Background: an optimization exercise with open tools, aiming at small area, a short achievable clock period and few clock cycles. Do not read the settings as production practice. Only simulation tests tie the RTL to the original design; equivalence was not proved.

Setup of rev 12:
==> flow/design.v <==
module cpu (input clk, input rst,
            output [31:0] imem_addr, input [31:0] imem_rdata,
            output [31:0] dmem_addr, output [31:0] dmem_wdata,
            output dmem_we, output dmem_re, input [31:0] dmem_rdata);
    reg [31:2] pc;
    reg        x_wr, x_lw, x_sw, x_beq, x_sub;
    reg        x_fam, x_fbm;    
    reg        x_imm;           
    reg [4:0]  x_rd;
    reg [31:0] x_a, x_b;
    reg [15:0] x_i;
    reg [31:2] x_tgt;
    reg        m_wr, m_lw, m_sw;
    reg        m_ld;           
    reg [4:0]  m_rd;
    reg [31:0] m_r, m_sd;
    reg [31:0] m_a;            
    assign dmem_addr  = m_a;
    assign dmem_wdata = m_sd;
    assign dmem_we    = m_sw;
    assign dmem_re    = m_lw;
    wire [31:0] m_res = m_ld ? dmem_rdata : m_r;
    wire [31:0] a   = x_fam ? m_r : x_a;
    wire [31:0] b   = x_fbm ? m_r : x_b;
    wire [31:0] op2 = x_imm ? {{16{x_i[15]}}, x_i} : b;
    wire [31:0] alu;
    sk_add #(32) alu_add (.a(a), .b(op2 ^ {32{x_sub}}), .ci(x_sub), .s(alu));
    wire taken = x_beq & (a == b);
    wire [31:0] inst = imem_rdata;
    wire [5:0] op = inst[31:26];
    wire [4:0] rs = inst[25:21];
    wire [4:0] rt = inst[20:16];
    wire [4:0] rdf = inst[15:11];
    wire d_R    = (op == 6'h00);
    wire d_addi = (op == 6'h08) | (op == 6'h09);
    wire d_lw   = (op == 6'h23);
    wire d_sw   = (op == 6'h2B);
    wire d_beq  = (op == 6'h04);
    wire d_j    = (op == 6'h02);
    wire d_ubeq = d_beq & (rs == rt);
    wire [4:0] d_rd = d_R ? rdf : (d_addi | d_lw) ? rt : 5'd0;
    wire d_wr = (d_R | d_addi | d_lw) & (d_rd != 5'd0);
    wire [31:2] pc4, btgt;
    assign pc4 = pc + 30'd1;
    sk_add #(30) br_add (.a(pc), .b({{14{inst[15]}}, inst[15:0]}), .ci(1'b1), .s(btgt));
    wire [31:2] jtgt = {4'b0000, inst[25:0]};
    reg [31:0] rf_r [1:31];
    reg [31:1] rf_v;
    integer i;
    always @(posedge clk)
        for (i = 1; i < 32; i = i + 1)
            if (m_wr && m_rd == i) rf_r[i] <= m_res;
    always @(posedge clk or posedge rst)
        if (rst) rf_v <= 31'd0;
        else
            for (i = 1; i < 32; i = i + 1)
                if (m_wr && m_rd == i) rf_v[i] <= 1'b1;
    wire [31:0] sa, sb;
    assign sa[0] = m_wr && m_rd == rs;    
    assign sb[0] = m_wr && m_rd == rt;
    genvar k, n;
    generate for (k = 1; k < 32; k = k + 1) begin : sel
        assign sa[k] = rf_v[k] && !(m_wr && m_rd == k) && rs == k;
        assign sb[k] = rf_v[k] && !(m_wr && m_rd == k) && rt == k;
    end endgenerate
    wire [31:0] rsv, rtv;
    generate for (n = 0; n < 32; n = n + 1) begin : col
        wire [31:0] d;
        assign d[0] = m_res[n];
        for (k = 1; k < 32; k = k + 1) begin : rb
            assign d[k] = rf_r[k][n];
        end
        wire [3:0] pa_n, pb_n;
        for (k = 0; k < 4; k = k + 1) begin : grp
            aoi8 ua (.s(sa[8*k+7:8*k]), .d(d[8*k+7:8*k]), .y_n(pa_n[k]));
            aoi8 ub (.s(sb[8*k+7:8*k]), .d(d[8*k+7:8*k]), .y_n(pb_n[k]));
        end
        assign rsv[n] = ~&pa_n;
        assign rtv[n] = ~&pb_n;
    end endgenerate
    wire hs = x_wr & (x_rd == rs);
    wire ht = x_wr & (x_rd == rt);
    wire use_rs = d_R | d_addi | d_lw | d_sw | (d_beq & ~d_ubeq);
    wire use_rt = d_R | d_sw | (d_beq & ~d_ubeq);
    wire stall = x_lw & ((hs & use_rs) | (ht & use_rt));
    wire go = ~taken & ~stall;
    wire [31:2] pc_oth = taken ? x_tgt : stall ? pc : d_j ? jtgt : pc4;
    wire sel_b = ~taken & ~stall & ~d_j & d_ubeq;
    wire [31:2] pc_next;
    mux2w #(30) pc_mux (.s(sel_b), .a(pc_oth), .b(btgt), .y(pc_next));
    always @(posedge clk or posedge rst) begin
        if (rst) begin
            pc <= 30'd0;
            x_wr <= 1'b0; x_lw <= 1'b0; x_sw <= 1'b0; x_beq <= 1'b0;
            m_wr <= 1'b0; m_lw <= 1'b0; m_sw <= 1'b0; m_ld <= 1'b0;
        end else begin
            pc <= pc_next;
            x_wr  <= go & d_wr;
            x_lw  <= go & d_lw;
            x_sw  <= go & d_sw;
            x_beq <= go & d_beq & ~d_ubeq;
            m_wr  <= x_wr;
            m_lw  <= x_lw;
            m_ld  <= x_lw & x_wr;
            m_sw  <= x_sw;
        end
    end
    always @(posedge clk) begin
        x_rd  <= d_rd;
        x_sub <= d_R & inst[1];
        x_fam <= hs;
        x_fbm <= ht;
        x_imm <= ~d_R;
        x_a   <= rsv;
        x_b   <= rtv;
        x_i   <= inst[15:0];
        x_tgt <= btgt;
        m_rd  <= x_rd;
        m_r   <= alu;
        m_a   <= (x_lw | x_sw) ? alu : 32'd0;
        m_sd  <= b;
    end
    assign imem_addr = {pc, 2'b00};
endmodule
module aoi8 (input [7:0] s, input [7:0] d, output y_n);
    assign y_n = ~|(s & d);
endmodule
module sk_add #(parameter N = 32) (input [N-1:0] a, input [N-1:0] b, input ci,
                                   output [N-1:0] s);
    wire [N-1:0] g0 = a & b;
    wire [N-1:0] p0 = a ^ b;
    reg  [N-1:0] g, p, gn, pn;
    integer i, l;
    always @* begin
        g = g0;
        p = p0;
        for (l = 0; (1 << l) < N; l = l + 1) begin
            gn = g;
            pn = p;
            for (i = 0; i < N; i = i + 1)
                if ((i >> l) & 1) begin
                    gn[i] = g[i] | (p[i] & g[((i >> l) << l) - 1]);
                    pn[i] = p[i] & p[((i >> l) << l) - 1];
                end
            g = gn;
            p = pn;
        end
    end
    wire [N-1:0] c = {g[N-2:0] | (p[N-2:0] & {(N-1){ci}}), ci};
    assign s = p0 ^ c;
endmodule
module mux2w #(parameter N = 32) (input s, input [N-1:0] a, input [N-1:0] b, output [N-1:0] y);
    assign y = s ? b : a;
endmodule
==> flow/config.mk <==
export PLATFORM = sky130hd
export DESIGN_NAME = cpu
export DESIGN_NICKNAME = cpu
export VERILOG_FILES = /design/flow/design.v
export SDC_FILE = /design/flow/constraint.sdc
export NUM_CORES = 4
export LEC_CHECK = 0
export CAP_MARGIN = 20
export CELL_PAD_IN_SITES_DETAIL_PLACEMENT = 2
export CELL_PAD_IN_SITES_GLOBAL_PLACEMENT = 2
export CORE_MARGIN = 2
export CORE_UTILIZATION = 35
export CTS_CLUSTER_DIAMETER = 80
export CTS_CLUSTER_SIZE = 18
export PLACE_DENSITY = 0.6
export SETUP_SLACK_MARGIN = 4.8
export SLEW_MARGIN = 20
export SYNTH_HIERARCHICAL = 1
export SYNTH_MINIMUM_KEEP_SIZE = 0
export TNS_END_PERCENT = 5
==> flow/constraint.sdc <==
create_clock -name core_clock -period 8.0 [get_ports {clk}]
set_input_delay 1.6000 -clock core_clock [delete_from_list [all_inputs] [get_ports {clk}]]
set_output_delay 1.6000 -clock core_clock [all_outputs]
set_load 0.01 [all_outputs]
run.sh (not shown) runs the stock make flow with config.mk's settings and CLKGATE_MAP_FILE= SYNTH_SCRIPT=/design/flow/synth_recipe.tcl, a recipe that flattens the netlist after the stock synthesis.
Rev 12 finished end to end and its layout was clean on timing, DRC and antenna.
Testbench counts of rev 12, summed over its fixed seeds: cycles 47,352.
Inputs modified between rev 12 and rev 13:
diff --git a/flow/design.v b/flow/design.v
--- a/flow/design.v
+++ b/flow/design.v
@@ -4,29 +4,31 @@
             output dmem_we, output dmem_re, input [31:0] dmem_rdata);
     reg [31:2] pc;
     reg        x_wr, x_lw, x_sw, x_beq, x_sub;
     reg        x_fam, x_fbm;    
-    reg        x_imm;           
+    reg        x_oi, x_om, x_ob;    
     reg [4:0]  x_rd;
     reg [31:0] x_a, x_b;
     reg [15:0] x_i;
     reg [31:2] x_tgt;
     reg        m_wr, m_lw, m_sw;
-    reg        m_ld;           
     reg [4:0]  m_rd;
     reg [31:0] m_r, m_sd;
-    reg [31:0] m_a;            
-    assign dmem_addr  = m_a;
+    assign dmem_addr  = m_r;
     assign dmem_wdata = m_sd;
     assign dmem_we    = m_sw;
     assign dmem_re    = m_lw;
-    wire [31:0] m_res = m_ld ? dmem_rdata : m_r;
+    wire [31:0] m_res = m_lw ? dmem_rdata : m_r;
     wire [31:0] a   = x_fam ? m_r : x_a;
     wire [31:0] b   = x_fbm ? m_r : x_b;
-    wire [31:0] op2 = x_imm ? {{16{x_i[15]}}, x_i} : b;
+    wire [31:0] op2 = ({32{x_oi}} & {{16{x_i[15]}}, x_i}) | ({32{x_om}} & m_r) |
+                      ({32{x_ob}} & x_b);
     wire [31:0] alu;
     sk_add #(32) alu_add (.a(a), .b(op2 ^ {32{x_sub}}), .ci(x_sub), .s(alu));
-    wire taken = x_beq & (a == b);
+    wire eq_ab = (x_a == x_b);
+    wire eq_mb = (m_r == x_b);
+    wire eq_am = (x_a == m_r);
+    wire taken = x_beq & (x_fam ? (x_fbm | eq_mb) : (x_fbm ? eq_am : eq_ab));
     wire [31:0] inst = imem_rdata;
     wire [5:0] op = inst[31:26];
     wire [4:0] rs = inst[25:21];
     wire [4:0] rt = inst[20:16];
@@ -54,16 +56,18 @@
         if (rst) rf_v <= 31'd0;
         else
             for (i = 1; i < 32; i = i + 1)
                 if (m_wr && m_rd == i) rf_v[i] <= 1'b1;
-    wire [31:0] sa, sb;
-    assign sa[0] = m_wr && m_rd == rs;    
-    assign sb[0] = m_wr && m_rd == rt;
+    wire [31:1] rf_en;
     genvar k, n;
     generate for (k = 1; k < 32; k = k + 1) begin : sel
-        assign sa[k] = rf_v[k] && !(m_wr && m_rd == k) && rs == k;
-        assign sb[k] = rf_v[k] && !(m_wr && m_rd == k) && rt == k;
+        assign rf_en[k] = rf_v[k] && !(m_wr && m_rd == k);
     end endgenerate
+    wire [31:0] sa0, sa1, sb0, sb1;
+    rdec dec_a0 (.r(rs), .en(rf_en), .we(m_wr), .wa(m_rd), .sel(sa0));
+    rdec dec_a1 (.r(rs), .en(rf_en), .we(m_wr), .wa(m_rd), .sel(sa1));
+    rdec dec_b0 (.r(rt), .en(rf_en), .we(m_wr), .wa(m_rd), .sel(sb0));
+    rdec dec_b1 (.r(rt), .en(rf_en), .we(m_wr), .wa(m_rd), .sel(sb1));
     wire [31:0] rsv, rtv;
     generate for (n = 0; n < 32; n = n + 1) begin : col
         wire [31:0] d;
         assign d[0] = m_res[n];
@@ -71,8 +75,10 @@
             assign d[k] = rf_r[k][n];
         end
         wire [3:0] pa_n, pb_n;
         for (k = 0; k < 4; k = k + 1) begin : grp
+            wire [31:0] sa = (n < 16) ? sa0 : sa1;
+            wire [31:0] sb = (n < 16) ? sb0 : sb1;
             aoi8 ua (.s(sa[8*k+7:8*k]), .d(d[8*k+7:8*k]), .y_n(pa_n[k]));
             aoi8 ub (.s(sb[8*k+7:8*k]), .d(d[8*k+7:8*k]), .y_n(pb_n[k]));
         end
         assign rsv[n] = ~&pa_n;
@@ -91,34 +97,34 @@
     always @(posedge clk or posedge rst) begin
         if (rst) begin
             pc <= 30'd0;
             x_wr <= 1'b0; x_lw <= 1'b0; x_sw <= 1'b0; x_beq <= 1'b0;
-            m_wr <= 1'b0; m_lw <= 1'b0; m_sw <= 1'b0; m_ld <= 1'b0;
+            m_wr <= 1'b0; m_lw <= 1'b0; m_sw <= 1'b0;
         end else begin
             pc <= pc_next;
             x_wr  <= go & d_wr;
             x_lw  <= go & d_lw;
             x_sw  <= go & d_sw;
             x_beq <= go & d_beq & ~d_ubeq;
             m_wr  <= x_wr;
             m_lw  <= x_lw;
-            m_ld  <= x_lw & x_wr;
             m_sw  <= x_sw;
         end
     end
     always @(posedge clk) begin
         x_rd  <= d_rd;
         x_sub <= d_R & inst[1];
         x_fam <= hs;
         x_fbm <= ht;
-        x_imm <= ~d_R;
+        x_oi  <= ~d_R;
+        x_om  <= d_R & ht;
+        x_ob  <= d_R & ~ht;
         x_a   <= rsv;
         x_b   <= rtv;
         x_i   <= inst[15:0];
         x_tgt <= btgt;
         m_rd  <= x_rd;
         m_r   <= alu;
-        m_a   <= (x_lw | x_sw) ? alu : 32'd0;
         m_sd  <= b;
     end
     assign imem_addr = {pc, 2'b00};
 endmodule
@@ -151,4 +157,11 @@
 endmodule
 module mux2w #(parameter N = 32) (input s, input [N-1:0] a, input [N-1:0] b, output [N-1:0] y);
     assign y = s ? b : a;
 endmodule
+module rdec (input [4:0] r, input [31:1] en, input we, input [4:0] wa, output [31:0] sel);
+    assign sel[0] = we && wa == r;
+    genvar k;
+    generate for (k = 1; k < 32; k = k + 1) begin : d
+        assign sel[k] = en[k] && r == k;
+    end endgenerate
+endmodule
--- outcome ---
Compared with rev 12, rev 13 supports a higher clock frequency.
Against rev 12 as the reference, rev 13 delivers a lower sequential power.
Rev 13 against rev 12: clock-buffer cell count has increased; worst supply voltage drop on vdd has increased; critical path depth has decreased.
Run comparison: rev 12 capture point of the critical path m_a[28]$_SDFF_PN0_; rev 13 capture point of the critical path m_r[31]$_DFF_P_
From rev 12 to rev 13 the numbers moved as follows: non-clock buffer count saw a decrease, setup slack grew by 0.12 ns.
Result for rev 12 and rev 13: all clean
Testbench counts of rev 13, summed over its fixed seeds: cycles 47,352.

separate check: timing with driven ports:
Ports are ideal in the flow. The routed layouts listed here were re-timed in OpenROAD.
Step 1: set_driving_cell puts a clkbuf_16 on clk and a buf_2 on each other input, an assumption about the parent block.
Step 2 moves the port delays by t, midway between the first and last clock arrival at a register: inputs arrive t later, outputs are due t later. That takes back most of the time a late clock gives input paths.
Slacks: ideal / step 1 / step 2; pairs: ideal / step 1.
run	t (ns)	setup slack, ns	worst hold slack (ns)	pins driven straight from the clock port
rev 12	0.801	4.279 / 4.279 / 3.629	0.401 / 0.401 / 0.401	1
rev 13	0.798	4.398 / 4.349 / 3.772	0.356 / 0.356 / 0.356	1
After both steps setup and hold are still met in every run listed. For rev 12, which loses most, drivers alone change the setup slack by 0.000 ns; drivers and shift together by -0.650 ns.
